This is an optimization exercise on Yosys and OpenROAD, whose aim is small area, a short achievable clock period and few clock cycles, not a production implementation. The RTL was checked by simulation tests, not by an equivalence proof against the original design.

==> flow/config.mk <==
export PLATFORM = sky130hd
export DESIGN_NAME = layernorm_norm
export DESIGN_NICKNAME = layernorm_norm
export VERILOG_FILES = /design/flow/design.v
export SDC_FILE = /design/flow/constraint.sdc
export NUM_CORES = 4
export LEC_CHECK = 0
export CAP_MARGIN = 20
export CORE_MARGIN = 2
export CORE_UTILIZATION = 40
export SLEW_MARGIN = 20
==> flow/constraint.sdc <==
create_clock -name core_clock -period 11.0 [get_ports {aclk}]
set_input_delay 2.2000 -clock core_clock [delete_from_list [all_inputs] [get_ports {aclk}]]
set_output_delay 2.2000 -clock core_clock [all_outputs]
set_load 0.01 [all_outputs]
==> flow/design.v <==
`timescale 1ns / 1ps
module pipe_reg #(
    parameter W = 16,
    parameter D = 1
)(
    input  wire         aclk,
    input  wire         en,
    input  wire [W-1:0] d,
    output wire [W-1:0] q
);
    generate
        if (D == 0) begin : g_wire
            assign q = d;
        end else begin : g_regs
            reg [W-1:0] r [0:D-1];
            integer i;
            always @(posedge aclk) begin
                if (en) begin
                    r[0] <= d;
                    for (i = 1; i < D; i = i + 1)
                        r[i] <= r[i-1];
                end
            end
            assign q = r[D-1];
        end
    endgenerate
endmodule
`timescale 1ns / 1ps
module bf16_mul #(
    parameter LAT = 2
)(
    input  wire        aclk,
    input  wire        en,
    input  wire [15:0] a,
    input  wire [15:0] b,
    output wire [15:0] y
);
    wire       sa = a[15], sb = b[15];
    wire [7:0] ea = a[14:7], eb = b[14:7];
    wire [6:0] ma = a[6:0],  mb = b[6:0];
    wire       sy = sa ^ sb;
    wire a_zero = (ea == 8'd0);
    wire b_zero = (eb == 8'd0);
    wire a_inf  = (ea == 8'hff) && (ma == 7'd0);
    wire b_inf  = (eb == 8'hff) && (mb == 7'd0);
    wire a_nan  = (ea == 8'hff) && (ma != 7'd0);
    wire b_nan  = (eb == 8'hff) && (mb != 7'd0);
    wire [15:0] p = {1'b1, ma} * {1'b1, mb};
    wire [9:0]  e_sum = {2'b00, ea} + {2'b00, eb} - 10'd127 + {9'd0, p[15]};
    wire [6:0]  mant  = p[15] ? p[14:8] : p[13:7];
    wire        g     = p[15] ? p[7]    : p[6];
    wire        st    = p[15] ? (|p[6:0]) : (|p[5:0]);
    wire        rnd   = g & (st | mant[0]);
    wire [7:0]  mr    = {1'b0, mant} + {7'd0, rnd};
    wire [9:0]  e_fin = e_sum + {9'd0, mr[7]};
    wire [6:0]  m_fin = mr[7] ? 7'd0 : mr[6:0];
    reg [15:0] r;
    always @(*) begin
        if (a_nan || b_nan || (a_inf && b_zero) || (a_zero && b_inf))
            r = 16'h7fc0;
        else if (a_inf || b_inf)
            r = {sy, 8'hff, 7'd0};
        else if (a_zero || b_zero)
            r = {sy, 15'd0};
        else if (!e_fin[9] && (e_fin[8] || e_fin[7:0] == 8'hff))
            r = {sy, 8'hff, 7'd0};
        else if (e_fin[9] || e_fin == 10'd0)
            r = {sy, 15'd0};
        else
            r = {sy, e_fin[7:0], m_fin};
    end
    pipe_reg #(.W(16), .D(LAT)) u_out (.aclk(aclk), .en(en), .d(r), .q(y));
endmodule
`timescale 1ns / 1ps
module bf16_addsub #(
    parameter LAT = 2,
    parameter SUB = 0
)(
    input  wire        aclk,
    input  wire        en,
    input  wire [15:0] a,
    input  wire [15:0] b,
    output wire [15:0] y
);
    wire       sa = a[15];
    wire       sb = b[15] ^ (SUB != 0);
    wire [7:0] ea = a[14:7], eb = b[14:7];
    wire [6:0] ma = a[6:0],  mb = b[6:0];
    wire a_zero = (ea == 8'd0);
    wire b_zero = (eb == 8'd0);
    wire a_inf  = (ea == 8'hff) && (ma == 7'd0);
    wire b_inf  = (eb == 8'hff) && (mb == 7'd0);
    wire a_nan  = (ea == 8'hff) && (ma != 7'd0);
    wire b_nan  = (eb == 8'hff) && (mb != 7'd0);
    wire       swap = {eb, mb} > {ea, ma};
    wire       sx = swap ? sb : sa;
    wire       sn = swap ? sa : sb;
    wire [7:0] ex = swap ? eb : ea;
    wire [7:0] en_ = swap ? ea : eb;
    wire [6:0] mx = swap ? mb : ma;
    wire [6:0] mn = swap ? ma : mb;
    wire [7:0] d  = ex - en_;
    wire [10:0] fx = {1'b1, mx, 3'b000};
    wire [10:0] fn = {1'b1, mn, 3'b000};
    reg  [10:0] fn_sh;
    always @(*) begin
        if (d >= 8'd11) begin
            fn_sh = 11'd1;
        end else begin
            fn_sh = fn >> d;
            fn_sh[0] = fn_sh[0] | (|(fn & ~(11'h7ff << d)));
        end
    end
    wire        eff_sub = sx ^ sn;
    wire [11:0] s = eff_sub ? ({1'b0, fx} - {1'b0, fn_sh}) : ({1'b0, fx} + {1'b0, fn_sh});
    reg  [3:0]  lz;
    integer     k;
    always @(*) begin
        lz = 4'd11;
        for (k = 0; k <= 10; k = k + 1)
            if (s[k]) lz = 4'd10 - k[3:0];
    end
    wire [10:0] s_r  = {s[11:2], s[1] | s[0]};
    wire [10:0] s_l  = s[10:0] << lz;
    wire [10:0] nrm  = s[11] ? s_r : s_l;
    wire [9:0]  e_n  = s[11] ? ({2'b00, ex} + 10'd1) : ({2'b00, ex} - {6'd0, lz});
    wire [6:0]  mant = nrm[9:3];
    wire        g    = nrm[2];
    wire        st   = nrm[1] | nrm[0];
    wire        rnd  = g & (st | mant[0]);
    wire [7:0]  mr   = {1'b0, mant} + {7'd0, rnd};
    wire [9:0]  e_fin = e_n + {9'd0, mr[7]};
    wire [6:0]  m_fin = mr[7] ? 7'd0 : mr[6:0];
    reg [15:0] r;
    always @(*) begin
        if (a_nan || b_nan || (a_inf && b_inf && (sa != sb)))
            r = 16'h7fc0;
        else if (a_inf)
            r = {sa, 8'hff, 7'd0};
        else if (b_inf)
            r = {sb, 8'hff, 7'd0};
        else if (a_zero && b_zero)
            r = {sa & sb, 15'd0};
        else if (b_zero)
            r = {sa, ea, ma};
        else if (a_zero)
            r = {sb, eb, mb};
        else if (s == 12'd0)
            r = 16'h0000;
        else if (!e_fin[9] && (e_fin[8] || e_fin[7:0] == 8'hff))
            r = {sx, 8'hff, 7'd0};
        else if (e_fin[9] || e_fin == 10'd0)
            r = {sx, 15'd0};
        else
            r = {sx, e_fin[7:0], m_fin};
    end
    pipe_reg #(.W(16), .D(LAT)) u_out (.aclk(aclk), .en(en), .d(r), .q(y));
endmodule
`timescale 1ns / 1ps
module inv_sqrt #(
    parameter LAT = 2
)(
    input  wire        aclk,
    input  wire        en,
    input  wire [15:0] x,
    output wire [15:0] y
);
    wire [15:0] data1;
    wire [15:0] data2 = 16'h5f37 - (x >> 1);
    wire [15:0] data2_align;
    wire [15:0] data_newton1;
    wire [15:0] data_newton2;
    wire [15:0] data_newton3;
    bf16_mul #(.LAT(LAT)) u_gethalf (.aclk(aclk), .en(en), .a(x), .b(16'h3f00), .y(data1));
    bf16_mul #(.LAT(LAT)) u_newton1 (.aclk(aclk), .en(en), .a(data2), .b(data2), .y(data_newton1));
    bf16_mul #(.LAT(LAT)) u_newton2 (.aclk(aclk), .en(en), .a(data1), .b(data_newton1), .y(data_newton2));
    bf16_addsub #(.LAT(LAT), .SUB(1)) u_newton3 (.aclk(aclk), .en(en), .a(16'h3fc0), .b(data_newton2), .y(data_newton3));
    pipe_reg #(.W(16), .D(3*LAT)) u_fifo (.aclk(aclk), .en(en), .d(data2), .q(data2_align));
    bf16_mul #(.LAT(LAT)) u_newton4 (.aclk(aclk), .en(en), .a(data_newton3), .b(data2_align), .y(y));
endmodule
`timescale 1ns / 1ps
module layernorm_norm #(
    parameter LAT = 2
)(
    input  wire         aclk,
    input  wire         arstn,
    input  wire [159:0] S_AXIS_TDATA,
    input  wire         S_AXIS_TVALID,
    output wire         S_AXIS_TREADY,
    output wire [127:0] M_AXIS_TDATA,
    output wire         M_AXIS_TVALID,
    input  wire         M_AXIS_TREADY
);
    localparam DEPTH = 9 * LAT;
    wire en = S_AXIS_TREADY;
    reg [DEPTH-1:0] vld;
    always @(posedge aclk or negedge arstn) begin
        if (!arstn)
            vld <= {DEPTH{1'b0}};
        else if (en)
            vld <= {vld[DEPTH-2:0], S_AXIS_TVALID};
    end
    assign M_AXIS_TVALID = vld[DEPTH-1];
    assign S_AXIS_TREADY = !vld[DEPTH-1] || M_AXIS_TREADY;
    wire [127:0] x   = S_AXIS_TDATA[159:32];
    wire [15:0]  sum = S_AXIS_TDATA[31:16];
    wire [15:0]  ex2 = S_AXIS_TDATA[15:0];
    wire [15:0]  mean;
    wire [15:0]  meansquare;
    wire [127:0] x_align;
    wire [127:0] zero_mean;
    bf16_mul #(.LAT(LAT)) cal_mean (.aclk(aclk), .en(en), .a(sum), .b(16'h3aab), .y(mean));
    bf16_mul #(.LAT(LAT)) cal_meansquare (.aclk(aclk), .en(en), .a(mean), .b(mean), .y(meansquare));
    pipe_reg #(.W(128), .D(LAT)) mean_fifo (.aclk(aclk), .en(en), .d(x), .q(x_align));
    genvar i;
    generate
        for (i = 0; i < 8; i = i + 1) begin : sub_mean
            bf16_addsub #(.LAT(LAT), .SUB(1)) u_sub (.aclk(aclk), .en(en),
                .a(x_align[16*i +: 16]), .b(mean), .y(zero_mean[16*i +: 16]));
        end
    endgenerate
    wire [15:0] ex2_align;
    wire [15:0] variance;
    pipe_reg #(.W(16), .D(2*LAT)) ex2_fifo (.aclk(aclk), .en(en), .d(ex2), .q(ex2_align));
    bf16_addsub #(.LAT(LAT), .SUB(1)) cal_var (.aclk(aclk), .en(en), .a(ex2_align), .b(meansquare), .y(variance));
    wire [15:0] var_eps;
    wire [15:0] inv_sqrt_rms;
    bf16_addsub #(.LAT(LAT), .SUB(0)) u_epsilon (.aclk(aclk), .en(en), .a(variance), .b(16'h3728), .y(var_eps));
    inv_sqrt #(.LAT(LAT)) u_inv_sqrt (.aclk(aclk), .en(en), .x(var_eps), .y(inv_sqrt_rms));
    wire [127:0] zm_align;
    pipe_reg #(.W(128), .D(6*LAT)) inv_fifo (.aclk(aclk), .en(en), .d(zero_mean), .q(zm_align));
    generate
        for (i = 0; i < 8; i = i + 1) begin : mul_invsqrtrms
            bf16_mul #(.LAT(LAT)) u_mul (.aclk(aclk), .en(en),
                .a(zm_align[16*i +: 16]), .b(inv_sqrt_rms), .y(M_AXIS_TDATA[16*i +: 16]));
        end
    endgenerate
endmodule
==> flow/run.sh <==
#!/bin/bash
# synth_recipe.tcl (not shown) runs the flow's synth.tcl, then flattens the netlist and writes it again
# the make line also repeats each setting of config.mk as NAME=value (left out here)
make -C /OpenROAD-flow-scripts/flow DESIGN_CONFIG=/design/flow/config.mk WORK_HOME=/design/flow/orfs CLKGATE_MAP_FILE= SYNTH_SCRIPT=/design/flow/synth_recipe.tcl finish
==> out/metrics.yaml <==
port_buffers: 293
worstPathArrival_ns: 11.12
setup_violations: 0
synth_warnings: 14
cp_slowest_cell: "or4b_4"
fmax_ghz: 0.0952
final_nets: 17800
grt_pass1_vias: 115000
drv_slew: 0
synthTopCellsByArea: "edfxtp_1 (49%), ha_1 (7.6%), fa_1 (5.5%), inv_1 (3.0%), nand2_1 (2.5%)"
start_kind: "flop"
ys_async_sr_fraction: 0.00651
wl_um: 438000
hold_start: "inv_fifo.g_regs.r[3][99]"
start_util: 0.402
synth_edf_count: 2748
cts_root_buf: "clkbuf_16"
fin_skew_ns: 0.0811
syn-mean-instance-area_sq_um: 11.1
hpwl_um: 330000
status: "finished clean"
cp-end-kind: "flop"
ys_ff_latch: 2766
htreeDepth: 5
wl_per_cell_um: 19.8
rsz0062_at_grt: "true"
crit_start: "cal_mean.u_out.g_regs.r[1][13]"
drt_iter0_markers: 10800
hold_depth: 0
max_slew_margin: 0.229
layout.area.seq_sq_um: 83000
antenna_found_initial: 14
fin_crit_sh: 0.955
area_growth_pct: 15.7
core_sq_um: 420000
clockBufferDepth: 4
clock_latency_ns: 0.93
maxCapViolations: 0
fin_util: 0.465
hold_ws_ns: 0.359
gp_congestion: 0.935
overflow: 0
syn_area_sq_um: 169000
fp.dieArea_sq_um: 427000
vias: 120000
grt_max_degree: 181
place_ws_ns: -0.0382
multiInputGateArea_sq_um: 79900
io_pins: 294
firstDrtPassIters: 8
layout_min_cycle_time_ns: 10.50
required_ns: 11.61
r2r_start: "cal_mean.u_out.g_regs.r[1][13]"
layout_setup_ws_ns: 0.497
cts.sinks: 2766
synth_area_leader_cell: "edfxtp_1"
viasPerCell: 5.42
max_stage_delay_ns: 0.56
die_w_um: 653
grt_pass1_wl_um: 679000
hold_viol_final: 0
path_max_fanout: 7
yosysSeqAreaShare: 0.492
synth.top_cell.area_share: 0.489
reg2reg_depth: 49
n_fill_cell: 38600
ys.flop_type: "edfxtp_1"
numCtsBuffers: 301
tightest_slew_ns: 1.15
ant_nets: 0
track_usage: 0.200
holdCritPathClass: "reg2reg"
path_clk_slew_ns: 0.06
num_rows: 238
die_h_um: 653
syn_nets: 16800
netlist-cell-type-count: 143
drive_gt1_frac: 0.124
syn_inst: 15200
drc: 0
cts_tree: "built"
worst-setup-path-type: "reg2reg"
[final timing paths]
path	endpoint	slack [ns]
max in group asynchronous	vld[5]	8.75
worst max register to register	sub_mean[2].u_sub.u_out.g_regs.r[0][3]	0.50
worst min-delay path	inv_fifo.g_regs.r[4][99]	0.36
min in group asynchronous	vld[17]	1.77
worst max-delay path	sub_mean[2].u_sub.u_out.g_regs.r[0][3]	0.50
worst min register to register	inv_fifo.g_regs.r[4][99]	0.36
[layout make-up]
type                       instances  share of cell area
sequential                      2766               0.425
multi-input combinational      10500               0.409
timing repair buffer            1265              0.0546
clock buffer                     361              0.0398
tap                             5640              0.0361
inverter                        1350              0.0260
clock inverter                   179             0.00919
antenna                            8            0.000103
[logic make-up (layout without fill, tap and decap cells)]
| family | Yosys count | count (layout) | synth area share |
|---|---|---|---|
| xor+xnor | 678 | 678 | 0.0353 |
| simple gates | 4483 | 4483 | 0.132 |
| mux | 447 | 447 | 0.0305 |
| flops | 2766 | 2766 | 0.492 |
| compound gates | 3408 | 3408 | 0.136 |
| other cells | 0 | 8 | 0 |
| buf+inv | 1885 | 3155 | 0.0431 |
| fa+ha+maj | 1492 | 1492 | 0.131 |
[layout by cell type, fill, tap and decap left out, drive strengths merged, types with 129 or more instances in the layout]
cell type	instances
a21o	201
mux2i	296
clkinv	135
fa	465
and2	520
clkdlybuf4s50	293
o21bai	138
a31oi	145
inv	1362
ha	1026
edfxtp	2748
o21ai	758
nand2b	129
nor2	1076
clkbuf	361
o211ai	131
a21oi	827
nand4	168
xnor2	432
nor3	275
xor2	246
nand3	377
nand2	1140
nor4	155
buf	971
[routing by layer]
metal | share of wire | global-route usage
met5 | 0.00011 | 0
met4 | 0.034 | 0.0652
met3 | 0.061 | 0.0268
met2 | 0.43 | 0.300
met1 | 0.48 | 0.298
[critical path, delay by kind of cell (launching register included)]
family,cells,cell delay [ns]
AOI/OAI and AO/OA,23,4.61
xor gates and xnor gates,1,0.16
adders and majority gates,5,1.33
buffers and inverters,5,0.74
DFF,1,0.41
and+or+nand+nor,15,2.96
[cell usage after synthesis (all sizes together) (129+ instances only)]
library cell / number
nand3: 377
fa: 465
ha: 1026
edfxtp: 2748
o211ai: 131
xnor2: 432
a21o: 201
nor4: 155
nor3: 275
nand2b: 129
o21bai: 138
nand2: 1140
clkbuf: 410
nand4: 168
o21ai: 758
a31oi: 145
nor2: 1076
a21oi: 827
xor2: 246
mux2i: 296
and2: 520
inv: 1339
[stage by stage]
| stage | std cells | cell area [sq um] | TNS, ns |
|---|---|---|---|
| after global routing | 22100 | 195000 | -0.802 |
| after detailed placement | 21500 | 184000 | -0.0611 |
| after floorplan | 15200 | 169000 | -0.250 |
| after global placement | 21500 | 184000 | 0 |
| after CTS | 22000 | 193000 | 0 |
| final | 22100 | 195000 | 0 |
[registers in the layout (all words and copies together) (netlist names)]
register                             count
sub_mean.u_sub.u_out.g_regs.r          256
mul_invsqrtrms.u_mul.u_out.g_regs.r    256
u_inv_sqrt.u_fifo.g_regs.r              96
u_inv_sqrt.u_gethalf.u_out.g_regs.r     32
u_epsilon.u_out.g_regs.r                32
inv_fifo.g_regs.r                     1536
u_inv_sqrt.u_newton4.u_out.g_regs.r     32
cal_mean.u_out.g_regs.r                 32
cal_meansquare.u_out.g_regs.r           30
mean_fifo.g_regs.r                     256
u_inv_sqrt.u_newton1.u_out.g_regs.r     30
u_inv_sqrt.u_newton2.u_out.g_regs.r     32
vld                                     18
ex2_fifo.g_regs.r                       64
cal_var.u_out.g_regs.r                  32
u_inv_sqrt.u_newton3.u_out.g_regs.r     32
[timing repair]
item,in CTS,in global routing
hold buffers,0,0
endpoints found under the setup margin,1,138
gates cloned,0,1
setup buffers,3,60
pin swaps,0,64
resized for setup,0,294
Testbench counts, summed over its fixed seeds: cycles 4,240.

## port drivers added, routing unchanged
The flow's constraints put no driver on any port. The routed layout listed below was extracted and timed again, unchanged, in two steps. Step 1: set_driving_cell puts a clkbuf_16 on aclk and a buf_2 on each other input, an assumption about the parent block. Step 2 times the ports against the registers' clock, not the clock port: input delays grow and output delays shrink by t, the midpoint of the rising clock arrivals with the driver on. Three values: ideal ports, drivers, drivers and shift; two values: the first two.
t, ns: 1.005
slack for setup (ns): 0.497 / 0.497 / 0.497
worst setup path at the end: register to register
After both steps this run still meets setup and hold. The setup slack of this run moves by 0.000 ns with the drivers and by 0.000 ns with both steps.
